What follows belongs to an exercise in optimizing a design on an open flow for small area; a production flow would make more cautious choices.
In this exercise RTL edits were held to simulation tests only and were not proved equivalent to the original.
The clock port is modelled as an ideal driver, which makes a skipped or thinned clock tree look cheaper than it is; a real chip needs a root buffer or a tree.
No activity file was given, so power comes from the tool's default toggle rates.

// psram_controller
module psram_controller #(
    parameter PSRAM_FRE  = 200_000_000,
    parameter LATENCY    = 5,
    parameter BIT_WIDTH  = 16,
    parameter BURST_LEN  = 32,
    parameter WARP_MODE  = "Wrap",
    parameter RW_METHOD  = "Linear"
) (
    input                               ram_clk,
    input                               ram_rst,
    input                               ram_en,
    input                               rw_ctrl,
    input   [31:0]                      addr_in,
    input   [BIT_WIDTH * 2 - 1 : 0]     ram_data_in,
    output                              init_cable_complete,
    output                              ctrl_idle,
    output  reg                         psram_clk,
    output                              psram_ce,
    output                              dq_en,
    output      [BIT_WIDTH - 1 : 0]     dq_out_hi,
    output      [BIT_WIDTH - 1 : 0]     dq_out_lo,
    input       [BIT_WIDTH - 1 : 0]     dq_in_hi,
    input       [BIT_WIDTH - 1 : 0]     dq_in_lo,
    output                              dm_en,
    output      [1 : 0]                 dm_out_hi,
    output      [1 : 0]                 dm_out_lo,
    input       [1 : 0]                 dm_in_hi,
    input       [1 : 0]                 dm_in_lo,
    output  reg [BIT_WIDTH * 2 - 1 : 0] ram_data_out,
    output  reg                         ram_rd_valid,
    output                              ram_wr_valid
);
For scale: ~280 cells after synthesis, roughly 86 flip-flops, about 180 I/O pins, roughly 0.0031 mm^2 of cells after synthesis.
Settings: LEC_CHECK=0, CAP_MARGIN=20, CORE_MARGIN=2, CORE_UTILIZATION=40, GPL_TIMING_DRIVEN=0, PLACE_DENSITY=0.6, SLEW_MARGIN=20; clock period 5.0 ns.
standard.sh (not shown) runs the stock make flow with config.mk's settings and CLKGATE_MAP_FILE= SYNTH_SCRIPT=/design/flow/synth_recipe.tcl, a recipe that flattens the netlist after the stock synthesis.
==> flow/flow/run.sh <==
#!/bin/bash
# Layout flow: the standard ORFS flow (standard.sh), run from a copy of
# the ORFS scripts folder with three files changed:
#  - abc_area.script (from flow/abc_area.script): ABC maps the logic for
#    area only, with no timing-driven buffering or upsizing;
#  - global_place.tcl: after the port buffers are added, the reset port's
#    buffer is made a buf_4 (flow/reset_buffer.tcl) so that it drives the
#    registers' reset pins without a buffer tree;
#  - cts.tcl: instead of TritonCTS, flow/clock_tree.tcl builds a two-level
#    clock tree (one root buffer, leaf buffers each driving a group of
#    nearby registers); the rest of the CTS step (legalisation, timing
#    repair) is unchanged.
# The I/O port buffers are buf_1 cells. Each make run writes its full output
# to a log file in this folder; the tools' own logs are under orfs/logs/.
set -euo pipefail
here=$(pwd)
s="$here/orfs_scripts"
rm -rf "$s"
cp -r "$FLOW_HOME/scripts" "$s"
cp "$here/flow/abc_area.script" "$s/abc_area.script"
cp "$here/flow/clock_tree.tcl" "$s/my_clock_tree.tcl"
sed -i 's|^log_cmd clock_tree_synthesis .*$|source $::env(SCRIPTS_DIR)/my_clock_tree.tcl|' "$s/cts.tcl"
grep -q '^source $::env(SCRIPTS_DIR)/my_clock_tree.tcl$' "$s/cts.tcl"
cp "$here/flow/reset_buffer.tcl" "$s/my_reset_buffer.tcl"
sed -i 's|^\( *\)buffer_ports {\*}\[env_var_or_empty BUFFER_PORTS_ARGS\]$|&\n\1source $::env(SCRIPTS_DIR)/my_reset_buffer.tcl|' "$s/global_place.tcl"
grep -q 'source $::env(SCRIPTS_DIR)/my_reset_buffer.tcl$' "$s/global_place.tcl"
bash standard.sh "SCRIPTS_DIR=$s" ABC_AREA=1 synth > make_synth.log 2>&1
bash standard.sh "SCRIPTS_DIR=$s" \
  "BUFFER_PORTS_ARGS=-buffer_cell sky130_fd_sc_hd__buf_1" SKIP_REPAIR_TIE_FANOUT=1 REMOVE_ABC_BUFFERS=1 \
  finish > make_finish.log 2>&1
==> flow/flow/abc_area.script <==
strash
dc2
dc2
dc2
dc2
dc2
dch -f
if -K 4 -a
mfs2 -a
strash
dch -f
if -K 4 -a
mfs2 -a
strash
dch
amap -m -F 10 -A 10
topo
==> flow/flow/reset_buffer.tcl <==
# The input buffer of the reset port drives every register's reset pin:
# make it a buf_4 so that it can drive them without a buffer tree.
set my_rst_net [[[ord::get_db_block] findBTerm ram_rst] getNet]
foreach my_it [$my_rst_net getITerms] {
  set my_inst [$my_it getInst]
  set my_cell [[$my_inst getMaster] getName]
  if {[string match "sky130_fd_sc_hd__buf_*" $my_cell]} {
    puts "reset port buffer [$my_inst getName]: $my_cell -> sky130_fd_sc_hd__buf_4"
    replace_cell [$my_inst getName] sky130_fd_sc_hd__buf_4
  }
}
Other scripts of this flow, unchanged in this note and not shown: flow/flow/clock_tree.tcl
Edit:
--- a/flow/flow/run.sh
+++ b/flow/flow/run.sh
@@ -28,3 +28,3 @@
 bash standard.sh "SCRIPTS_DIR=$s" \
-  "BUFFER_PORTS_ARGS=-buffer_cell sky130_fd_sc_hd__buf_1" SKIP_REPAIR_TIE_FANOUT=1 REMOVE_ABC_BUFFERS=1 \
+  "BUFFER_PORTS_ARGS=-buffer_cell sky130_fd_sc_hd__buf_1" SKIP_REPAIR_TIE_FANOUT=1 \
   finish > make_finish.log 2>&1
==> flow/flow/abc_area.script (replaced) <==
strash
dc2
dc2
dc2
dch -f
if -K 4 -a
mfs2 -a
strash
dch -f
amap -m -F 10 -A 10
topo
==> flow/flow/reset_buffer.tcl (replaced) <==
# The input buffer of the reset port drives every register's reset pin:
# make it a buf_4 so that it can drive them without a buffer tree.
foreach pin [get_pins -of_objects [get_nets -of_objects [get_ports ram_rst]]] {
  set inst [get_cells -of_objects $pin]
  set cell [get_property $inst ref_name]
  if {[string match "sky130_fd_sc_hd__buf_*" $cell]} {
    puts "reset port buffer [get_full_name $inst]: $cell -> sky130_fd_sc_hd__buf_4"
    replace_cell $inst sky130_fd_sc_hd__buf_4
  }
}
GPL_TIMING_DRIVEN = default   (was 0)
This time the run never finished: it broke off in global placement (3_3_place_gp) (STA-0100). Area after synthesis climbs by about 0.56%. Synthesized cell count is lower by about 1.1%.
The clock cells of the first run of this note come from the design's own scripts or RTL, not from TritonCTS.

========
The RTL this note starts from:
==> flow/design.v <==
module psram_controller #(
    parameter PSRAM_FRE  = 200_000_000,
    parameter LATENCY    = 5,
    parameter BIT_WIDTH  = 16,
    parameter BURST_LEN  = 32,
    parameter WARP_MODE  = "Wrap",
    parameter RW_METHOD  = "Linear"
) (
    input                               ram_clk,
    input                               ram_rst,
    input                               ram_en,
    input                               rw_ctrl,
    input   [31:0]                      addr_in,
    input   [BIT_WIDTH * 2 - 1 : 0]     ram_data_in,
    output  reg                         init_cable_complete,
    output  reg                         ctrl_idle,
    output  reg                         psram_clk,
    output  reg                         psram_ce,
    output  reg                         dq_en,
    output  reg [BIT_WIDTH - 1 : 0]     dq_out_hi,
    output  reg [BIT_WIDTH - 1 : 0]     dq_out_lo,
    input       [BIT_WIDTH - 1 : 0]     dq_in_hi,
    input       [BIT_WIDTH - 1 : 0]     dq_in_lo,
    output  reg                         dm_en,
    output      [1 : 0]                 dm_out_hi,
    output      [1 : 0]                 dm_out_lo,
    input       [1 : 0]                 dm_in_hi,
    input       [1 : 0]                 dm_in_lo,
    output  reg [BIT_WIDTH * 2 - 1 : 0] ram_data_out,
    output  reg                         ram_rd_valid,
    output                              ram_wr_valid
);
localparam [14:0] L_RST = 15'h7db6;
localparam [3:0] S_IDLE = 4'd0;
localparam [3:0] S_RST  = 4'd1;
localparam [3:0] S_RW   = 4'd2;
localparam [3:0] S_C0   = 4'd4;
localparam [3:0] S_C1   = 4'd5;
localparam [3:0] S_C2   = 4'd6;
localparam [3:0] S_WAIT = 4'd3;
localparam [3:0] S_INIT = 4'd8;
localparam [3:0] S_WR   = 4'd10;
localparam [3:0] S_RD   = 4'd11;
localparam [3:0] S_DONE = 4'd9;
reg [3:0]  st;
reg [14:0] lf;
reg        rw;
reg        r_psram_clk;
wire idle_s = (st == S_IDLE);
wire rst_s  = (st == S_RST);
wire rw_s   = (st == S_RW);
wire c0_s   = (st == S_C0);
wire c1_s   = (st == S_C1);
wire c2_s   = (st == S_C2);
wire cfg_s  = c0_s | c1_s | c2_s;
wire wait_s = (st == S_WAIT);
wire init_s = (st == S_INIT);
wire wr_s   = (st == S_WR);
wire rd_s   = (st == S_RD);
wire done_s = (st == S_DONE);
wire idle_end = idle_s & (&lf[11:0]);
wire rst_end  = rst_s & ~lf[1];
wire rw_end   = rw_s & ((lf & 15'h2c83) == 15'h0481);
wire cfg_end  = cfg_s & lf[8];
wire init_end = init_s & (rw ? lf[5] : lf[1]);
wire xfer_end = (wr_s | rd_s) & lf[14];
wire done_end = done_s & lf[3];
wire lf_clr = rw_end | cfg_end | wait_s | init_end | xfer_end | done_end |
              (rd_s & ~ram_rd_valid);
wire [14:0] lf_step = {lf[13:0], ~(lf[14] ^ lf[13])};
reg [3:0] st_nx;
always @(*) begin
    st_nx = st;
    case (st)
        S_IDLE: if (idle_end) st_nx = S_RST;
        S_RST:  if (rst_end)  st_nx = S_RW;
        S_RW:   if (rw_end)   st_nx = S_C0;
        S_C0:   if (cfg_end)  st_nx = S_C1;
        S_C1:   if (cfg_end)  st_nx = S_C2;
        S_C2:   if (cfg_end)  st_nx = S_WAIT;
        S_WAIT: if (ram_en)   st_nx = S_INIT;
        S_INIT: if (init_end) st_nx = rw ? S_WR : S_RD;
        S_WR:   if (xfer_end) st_nx = S_DONE;
        S_RD:   if (xfer_end) st_nx = S_DONE;
        S_DONE: if (done_end) st_nx = S_WAIT;
        default: st_nx = S_IDLE;
    endcase
end
wire cs0 = ~lf[0];
wire cs1 = lf[0] & ~lf[1];
wire cs2 = lf[1] & ~lf[2];
wire cs3 = lf[2] & ~lf[3];
wire cfg_act = cfg_s & ~lf[3];
wire [7:0] kbyte =
    ({8{rst_s | rw_s}} & 8'hff) |
    ({8{cfg_s & cs0}} & 8'hc0) |
    ({8{c1_s & cs2}} & 8'h04) |
    ({8{c2_s & cs2}} & 8'h08) |
    ({8{c0_s & cs3}} & 8'h09) |
    ({8{c1_s & cs3}} & 8'h40) |
    ({8{c2_s & cs3}} & 8'h41) |
    ({8{init_s & cs0}} & {rw, 7'h20});
wire a1 = init_s & cs1;
wire a2 = init_s & cs2;
wire [15:0] dqh_nx = {ram_data_in[31:24] & {8{wr_s}},
                      kbyte | ({8{a1}} & addr_in[31:24]) | ({8{a2}} & addr_in[15:8]) |
                      ({8{wr_s}} & ram_data_in[23:16])};
wire [15:0] dql_nx = {ram_data_in[15:8] & {8{wr_s}},
                      kbyte | ({8{a1}} & addr_in[23:16]) | ({8{a2}} & addr_in[7:0]) |
                      ({8{wr_s}} & ram_data_in[7:0])};
wire beat = rd_s & (dm_in_lo[0] ^ dm_in_lo[1]);
always @(posedge ram_clk or negedge ram_rst) begin
    if (!ram_rst) begin
        st <= S_IDLE;
        lf <= L_RST;
        rw <= 1'b0;
        init_cable_complete <= 1'b0;
        ctrl_idle <= 1'b1;
        psram_clk <= 1'b0;
        psram_ce <= 1'b1;
        dq_en <= 1'b0;
        dm_en <= 1'b0;
        dq_out_hi <= 16'd0;
        dq_out_lo <= 16'd0;
        ram_rd_valid <= 1'b0;
    end else begin
        st <= st_nx;
        lf <= lf_clr ? 15'd0 : lf_step;
        if (ram_en) rw <= rw_ctrl;
        init_cable_complete <= init_cable_complete | wait_s;
        ctrl_idle <= ~(init_s | wr_s | rd_s | done_s);
        psram_clk <= r_psram_clk;
        psram_ce <= ~(rst_s | cfg_act | init_s | wr_s | rd_s);
        dq_en <= (rst_s & ~lf[13]) | cfg_act | (init_s & ~lf[2]) | wr_s;
        dm_en <= wr_s;
        dq_out_hi <= dqh_nx;
        dq_out_lo <= dql_nx;
        ram_rd_valid <= beat;
    end
end
always @(posedge ram_clk or negedge ram_rst) begin
    if (!ram_rst) r_psram_clk <= 1'b0;
    else r_psram_clk <= rst_s | rw_s | cfg_act | init_s | wr_s | rd_s;
end
always @(posedge ram_clk or negedge ram_rst) begin
    if (!ram_rst) ram_data_out <= 32'd0;
    else if (beat) ram_data_out <= {dq_in_hi, dq_in_lo};
end
assign ram_wr_valid = wr_s;
assign dm_out_hi = 2'b00;
assign dm_out_lo = 2'b00;
endmodule
==> flow/config.mk <==
export PLATFORM = sky130hd
export DESIGN_NAME = psram_controller
export DESIGN_NICKNAME = psram_controller
export VERILOG_FILES = /design/flow/design.v
export SDC_FILE = /design/flow/constraint.sdc
export NUM_CORES = 4
export LEC_CHECK = 0
export CAP_MARGIN = 20
export CORE_MARGIN = 2
export CORE_UTILIZATION = 40
export PLACE_DENSITY = 0.6
export SLEW_MARGIN = 20
==> flow/constraint.sdc <==
create_clock -name core_clock -period 5.0 [get_ports {ram_clk}]
set_input_delay 1.0000 -clock core_clock [delete_from_list [all_inputs] [get_ports {ram_clk}]]
set_output_delay 1.0000 -clock core_clock [all_outputs]
set_load 0.01 [all_outputs]
run.sh (not shown) runs the stock make flow with config.mk's settings and CLKGATE_MAP_FILE= SYNTH_SCRIPT=/design/flow/synth_recipe.tcl, a recipe that flattens the netlist after the stock synthesis.
Stock flow here: none of the scripts above is used.
The starting point went through all stages and came out clean.
Rerun with:
==> flow/flow/run.sh (new file) <==
#!/bin/bash
# Standard ORFS layout, with the I/O port buffers made from buf_1 cells and a
# clock tree built from smaller buffers without dummy loads.
set -euo pipefail
bash standard.sh \
  "BUFFER_PORTS_ARGS=-buffer_cell sky130_fd_sc_hd__buf_1" \
  "CTS_ARGS=-sink_clustering_enable -repair_clock_nets -dont_use_dummy_load -buf_list sky130_fd_sc_hd__clkbuf_8 -sink_clustering_size 30 -sink_clustering_max_diameter 60" \
  finish > make_finish.log 2>&1
==> flow/standard.sh (new file) <==
#!/bin/bash
# synth_recipe.tcl (not shown) runs the flow's synth.tcl, then flattens the netlist and writes it again
# the make line also repeats each setting of config.mk as NAME=value (left out here)
make -C /OpenROAD-flow-scripts/flow DESIGN_CONFIG=/design/flow/config.mk WORK_HOME=/design/flow/orfs CLKGATE_MAP_FILE= SYNTH_SCRIPT=/design/flow/synth_recipe.tcl "${@:-finish}"
removed: flow/run.sh
Outcome:
- The changed run finished with timing, DRC and antenna clean
- sequential cell count is unchanged
- via count increases by 1.4%
- final cell count drops by 1.1%
- wire length came out lower by 12%
- final area shrinks by 20%
- power shrinks by about 16%

==> afterwards: timing with drivers on the ports <==
The results above use ideal ports. As a check the final layouts listed here were re-extracted and re-timed, cells and wires unchanged. Step 1, drivers: a clkbuf_16 drives ram_clk and a buf_2 each remaining input, both assumed. Step 2 also shifts input and output timing later by t, the mid clock arrival at the registers, as if the neighbouring blocks saw the same clock. a / b / c = no drivers / after step 1 / after step 2; a / b = the first two.
run	t (ns)	slack for setup (ns)	latest minus earliest clock arrival (ns)	worst slew at a driven data input, ns
the first run of note 1	0.420	0.642 / 0.616 / 0.673	0.016 / 0.017	0.05
the first run of note 2	0.387	1.179 / 1.145 / 1.532	0.007 / 0.007	0.08
the second run of note 2	0.378	1.455 / 1.425 / 1.803	0.027 / 0.027	0.06
After both steps every run listed still meets setup and hold.
